Context: an optimization exercise on an open-source flow, tuned for small area and a short achievable clock period. The choices shown serve that exercise and are no tape-out recipe.
Where RTL was checked, it was by simulation tests only, not by an equivalence proof against the original.
Power is estimated from default activity; no workload was simulated.

==> inputs of zinc <==
==> flow/design.v <==
`timescale 1ns / 100ps
module pre_norm(clk, rmode, add, opa, opb, opa_nan, opb_nan, fracta_out,
		fractb_out, exp_dn_out, sign, nan_sign, result_zero_sign,
		fasu_op);
input		clk;
input	[1:0]	rmode;
input		add;
input	[31:0]	opa, opb;
input		opa_nan, opb_nan;
output	[26:0]	fracta_out, fractb_out;
output	[7:0]	exp_dn_out;
output		sign;
output		nan_sign, result_zero_sign;
output		fasu_op;			 
wire		signa, signb;		 
wire	[7:0]	expa, expb;		 
wire	[22:0]	fracta, fractb;		 
wire		expa_lt_expb;		 
wire		fractb_lt_fracta;	 
reg	[7:0]	exp_dn_out;		 
wire	[7:0]	exp_small, exp_large;
wire	[7:0]	exp_diff;		 
wire	[22:0]	adj_op;			 
wire	[26:0]	adj_op_tmp;
wire	[26:0]	adj_op_out;		 
wire	[26:0]	fracta_n, fractb_n;	 
wire	[26:0]	fracta_s, fractb_s;	 
reg	[26:0]	fracta_out, fractb_out;	 
reg		sign, sign_d;		 
reg		add_d;			 
reg		fasu_op;		 
wire		expa_dn, expb_dn;
reg		sticky;
reg		result_zero_sign;
reg		add_r, signa_r, signb_r;
wire	[4:0]	exp_diff_sft;
wire		exp_lt_27;
wire		op_dn;
wire	[26:0]	adj_op_out_sft;
reg		fracta_lt_fractb, fracta_eq_fractb;
wire		nan_sign1;
reg		nan_sign;
assign  signa = opa[31];
assign  signb = opb[31];
assign   expa = opa[30:23];
assign   expb = opb[30:23];
assign fracta = opa[22:0];
assign fractb = opb[22:0];
assign expa_lt_expb = expa > expb;		 
assign expa_dn = !(|expa);			 
assign expb_dn = !(|expb);			 
wire	[7:0]	exp_diff1, exp_diff1a, exp_diff2;
assign exp_small  = expa_lt_expb ? expb : expa;
assign exp_large  = expa_lt_expb ? expa : expb;
assign exp_diff1  = exp_large - exp_small;
assign exp_diff1a = exp_diff1-1;
assign exp_diff2  = (expa_dn | expb_dn) ? exp_diff1a : exp_diff1;
assign  exp_diff  = (expa_dn & expb_dn) ? 8'h0 : exp_diff2;
always @(posedge clk)	 
	exp_dn_out <= (!add_d & expa==expb & fracta==fractb) ? 8'h0 : exp_large;
assign op_dn	  = expa_lt_expb ? expb_dn : expa_dn;
assign adj_op     = expa_lt_expb ? fractb : fracta;
assign adj_op_tmp = { ~op_dn, adj_op, 3'b0 };	 
assign exp_lt_27	= exp_diff  > 8'd27;
assign exp_diff_sft	= exp_lt_27 ? 5'd27 : exp_diff[4:0];
assign adj_op_out_sft	= adj_op_tmp >> exp_diff_sft;
assign adj_op_out	= {adj_op_out_sft[26:1], adj_op_out_sft[0] | sticky };
always @(exp_diff_sft or adj_op_tmp)
   case(exp_diff_sft)
	00: sticky = 1'h0;
	01: sticky =  adj_op_tmp[0]; 
	02: sticky = |adj_op_tmp[01:0];
	03: sticky = |adj_op_tmp[02:0];
	04: sticky = |adj_op_tmp[03:0];
	05: sticky = |adj_op_tmp[04:0];
	06: sticky = |adj_op_tmp[05:0];
	07: sticky = |adj_op_tmp[06:0];
	08: sticky = |adj_op_tmp[07:0];
	09: sticky = |adj_op_tmp[08:0];
	10: sticky = |adj_op_tmp[09:0];
	11: sticky = |adj_op_tmp[10:0];
	12: sticky = |adj_op_tmp[11:0];
	13: sticky = |adj_op_tmp[12:0];
	14: sticky = |adj_op_tmp[13:0];
	15: sticky = |adj_op_tmp[14:0];
	16: sticky = |adj_op_tmp[15:0];
	17: sticky = |adj_op_tmp[16:0];
	18: sticky = |adj_op_tmp[17:0];
	19: sticky = |adj_op_tmp[18:0];
	20: sticky = |adj_op_tmp[19:0];
	21: sticky = |adj_op_tmp[20:0];
	22: sticky = |adj_op_tmp[21:0];
	23: sticky = |adj_op_tmp[22:0];
	24: sticky = |adj_op_tmp[23:0];
	25: sticky = |adj_op_tmp[24:0];
	26: sticky = |adj_op_tmp[25:0];
	27: sticky = |adj_op_tmp[26:0];
	default: sticky = 1'h0;
   endcase
assign fracta_n = expa_lt_expb ? {~expa_dn, fracta, 3'b0} : adj_op_out;
assign fractb_n = expa_lt_expb ? adj_op_out : {~expb_dn, fractb, 3'b0};
assign fractb_lt_fracta = fractb_n > fracta_n;	 
assign fracta_s = fractb_lt_fracta ? fractb_n : fracta_n;
assign fractb_s = fractb_lt_fracta ? fracta_n : fractb_n;
always @(posedge clk)
	fracta_out <= fracta_s;
always @(posedge clk)
	fractb_out <= fractb_s;
always @(signa or signb or add or fractb_lt_fracta)
   case({signa, signb, add})
	3'b0_0_1: sign_d = 0;
	3'b0_1_1: sign_d = fractb_lt_fracta;
	3'b1_0_1: sign_d = !fractb_lt_fracta;
	3'b1_1_1: sign_d = 1;
	3'b0_0_0: sign_d = fractb_lt_fracta;
	3'b0_1_0: sign_d = 0;
	3'b1_0_0: sign_d = 1;
	3'b1_1_0: sign_d = !fractb_lt_fracta;
   endcase
always @(posedge clk)
	sign <= sign_d;
always @(posedge clk)
	signa_r <= signa;
always @(posedge clk)
	signb_r <= signb;
always @(posedge clk)
	add_r <= add;
always @(posedge clk)
	result_zero_sign <= ( add_r &  signa_r &  signb_r) |
				(!add_r &  signa_r & !signb_r) |
				( add_r & (signa_r |  signb_r) & (rmode==3)) |
				(!add_r & (signa_r == signb_r) & (rmode==3));
always @(posedge clk)
	fracta_lt_fractb <= fracta < fractb;
always @(posedge clk)
	fracta_eq_fractb <= fracta == fractb;
assign nan_sign1 = fracta_eq_fractb ? (signa_r & signb_r) : fracta_lt_fractb ? signb_r : signa_r;
always @(posedge clk)
	nan_sign <= (opa_nan & opb_nan) ? nan_sign1 : opb_nan ? signb_r : signa_r;
always @(signa or signb or add)
   case({signa, signb, add})
	3'b0_0_1: add_d = 1;
	3'b0_1_1: add_d = 0;
	3'b1_0_1: add_d = 0;
	3'b1_1_1: add_d = 1;
	3'b0_0_0: add_d = 0;
	3'b0_1_0: add_d = 1;
	3'b1_0_0: add_d = 1;
	3'b1_1_0: add_d = 0;
   endcase
always @(posedge clk)
	fasu_op <= add_d;
endmodule
==> flow/run.sh <==
#!/bin/bash
# synth_recipe.tcl (not shown) runs the flow's synth.tcl, then flattens the netlist and writes it again
# the make line also repeats each setting of config.mk as NAME=value (left out here)
make -C /OpenROAD-flow-scripts/flow DESIGN_CONFIG=/design/flow/config.mk WORK_HOME=/design/flow/orfs CLKGATE_MAP_FILE= SYNTH_SCRIPT=/design/flow/synth_recipe.tcl finish
==> flow/config.mk <==
export PLATFORM = sky130hd
export DESIGN_NAME = pre_norm
export DESIGN_NICKNAME = pre_norm
export VERILOG_FILES = /design/flow/design.v
export SDC_FILE = /design/flow/constraint.sdc
export NUM_CORES = 4
export LEC_CHECK = 0
export CAP_MARGIN = 20
export CORE_MARGIN = 2
export CORE_UTILIZATION = 40
export SETUP_SLACK_MARGIN = 0.3
export SLEW_MARGIN = 20
==> flow/constraint.sdc <==
create_clock -name core_clock -period 9.5 [get_ports {clk}]
set_input_delay 1.9000 -clock core_clock [delete_from_list [all_inputs] [get_ports {clk}]]
set_output_delay 1.9000 -clock core_clock [all_outputs]
set_load 0.01 [all_outputs]
==> inputs of raven, as changes to zinc <==
==> flow/design.v, changed modules only <==
module pre_norm(clk, rmode, add, opa, opb, opa_nan, opb_nan, fracta_out,
		fractb_out, exp_dn_out, sign, nan_sign, result_zero_sign,
		fasu_op);
input		clk;
input	[1:0]	rmode;
input		add;
input	[31:0]	opa, opb;
input		opa_nan, opb_nan;
output	[26:0]	fracta_out, fractb_out;
output	[7:0]	exp_dn_out;
output		sign;
output		nan_sign, result_zero_sign;
output		fasu_op;
reg	[26:0]	fracta_out, fractb_out;
reg	[7:0]	exp_dn_out;
reg		sign, fasu_op, nan_sign, result_zero_sign;
reg		signa_r, signb_r, nan_sign1_r;
wire		signa = opa[31];
wire		signb = opb[31];
wire	[7:0]	expa = opa[30:23];
wire	[7:0]	expb = opb[30:23];
wire	[22:0]	fracta = opa[22:0];
wire	[22:0]	fractb = opb[22:0];
wire		expa_nz = |expa;
wire		expb_nz = |expb;
wire		b_gt_a = opb[30:0] > opa[30:0];
wire		mag_eq = opb[30:0] == opa[30:0];
wire		add_d = add ^ signa ^ signb;	 
wire	[7:0]	ea = {expa[7:1], expa[0] | ~expa_nz};
wire	[7:0]	eb = {expb[7:1], expb[0] | ~expb_nz};
wire	[8:0]	d_ab = {1'b0, ea} - {1'b0, eb};
wire	[8:0]	d_ba = {1'b0, eb} - {1'b0, ea};
wire	[7:0]	exp_diff = d_ab[8] ? d_ba[7:0] : d_ab[7:0];
wire		diff_big = |exp_diff[7:5];
wire	[26:0]	small = b_gt_a ? {expa_nz, fracta, 3'b0} : {expb_nz, fractb, 3'b0};
wire	[26:0]	large = b_gt_a ? {expb_nz, fractb, 3'b0} : {expa_nz, fracta, 3'b0};
wire	[26:0]	small_sft = diff_big ? 27'h0 : small >> exp_diff[4:0];
wire	[31:0]	lowmask = ~(32'hffffffff << exp_diff[4:0]);
wire		sticky = diff_big ? |small : |(small & lowmask[26:0]);
always @(posedge clk) begin
	fracta_out <= large;
	fractb_out <= {small_sft[26:1], small_sft[0] | sticky};
	exp_dn_out <= (!add_d & mag_eq) ? 8'h0 : (b_gt_a ? expb : expa);
	sign       <= b_gt_a ? (signb ^ ~add) : signa;
	fasu_op    <= add_d;
end
always @(posedge clk) begin
	signa_r     <= signa;
	signb_r     <= signb;
	nan_sign1_r <= (fracta == fractb) ? (signa & signb) :
		       (fracta < fractb) ? signb : signa;
end
wire		add_r = fasu_op ^ signa_r ^ signb_r;
wire		rm3 = rmode == 2'd3;
always @(posedge clk) begin
	result_zero_sign <= ( add_r &  signa_r &  signb_r) |
			    (!add_r &  signa_r & !signb_r) |
			    ( add_r & (signa_r |  signb_r) & rm3) |
			    (!add_r & (signa_r == signb_r) & rm3);
	nan_sign <= (opa_nan & opb_nan) ? nan_sign1_r :
		    opb_nan ? signb_r : signa_r;
end
endmodule
==> summary of the runs <==
In zinc the cell count is larger than in raven, by 34%.
Between zinc and raven, the lower power is in raven (gap 35%, measured against raven).
Against raven, the sequential power of zinc is larger by 22%.
Against zinc, the utilization of raven is lower by 5.6 points.
Against raven, the sequential share of layout area of zinc is lower by 3.1 points.
Between raven and zinc, the lower clock power is in zinc (gap 13%, measured against zinc).
Only the layout flow was run in raven; the RTL was not checked for function there.

[port drivers added, routing unchanged]
The flow's constraints put no driver on any port. The routed layouts listed below were extracted and timed again, unchanged, in two steps. Step 1 (the two cells are an assumption about what drives the block):
set clk [get_ports {clk}]
set_driving_cell -lib_cell sky130_fd_sc_hd__clkbuf_16 $clk
set_driving_cell -lib_cell sky130_fd_sc_hd__buf_2 [delete_from_list [all_inputs] $clk]
Step 2 also shifts input and output timing later by t, the mid clock arrival at the registers, as if the neighbouring blocks saw the same clock. Slacks: ideal ports / drivers / drivers and shift; pairs: ideal ports / drivers.
run | t (ns) | setup WS [ns] | clock arrival spread, ns | worst data-port slew with drivers (ns) | pins driven straight from the clock port
zinc | 0.368 | 0.588 / 0.600 / 0.232 | 0.006 / 0.005 | 0.06 | 1
raven | 0.388 | 3.174 / 3.196 / 2.808 | 0.012 / 0.013 | 0.04 | 1
After both steps setup and hold are still met in every run listed. For raven, which loses most, drivers alone change the setup slack by +0.022 ns; drivers and shift together by -0.366 ns.
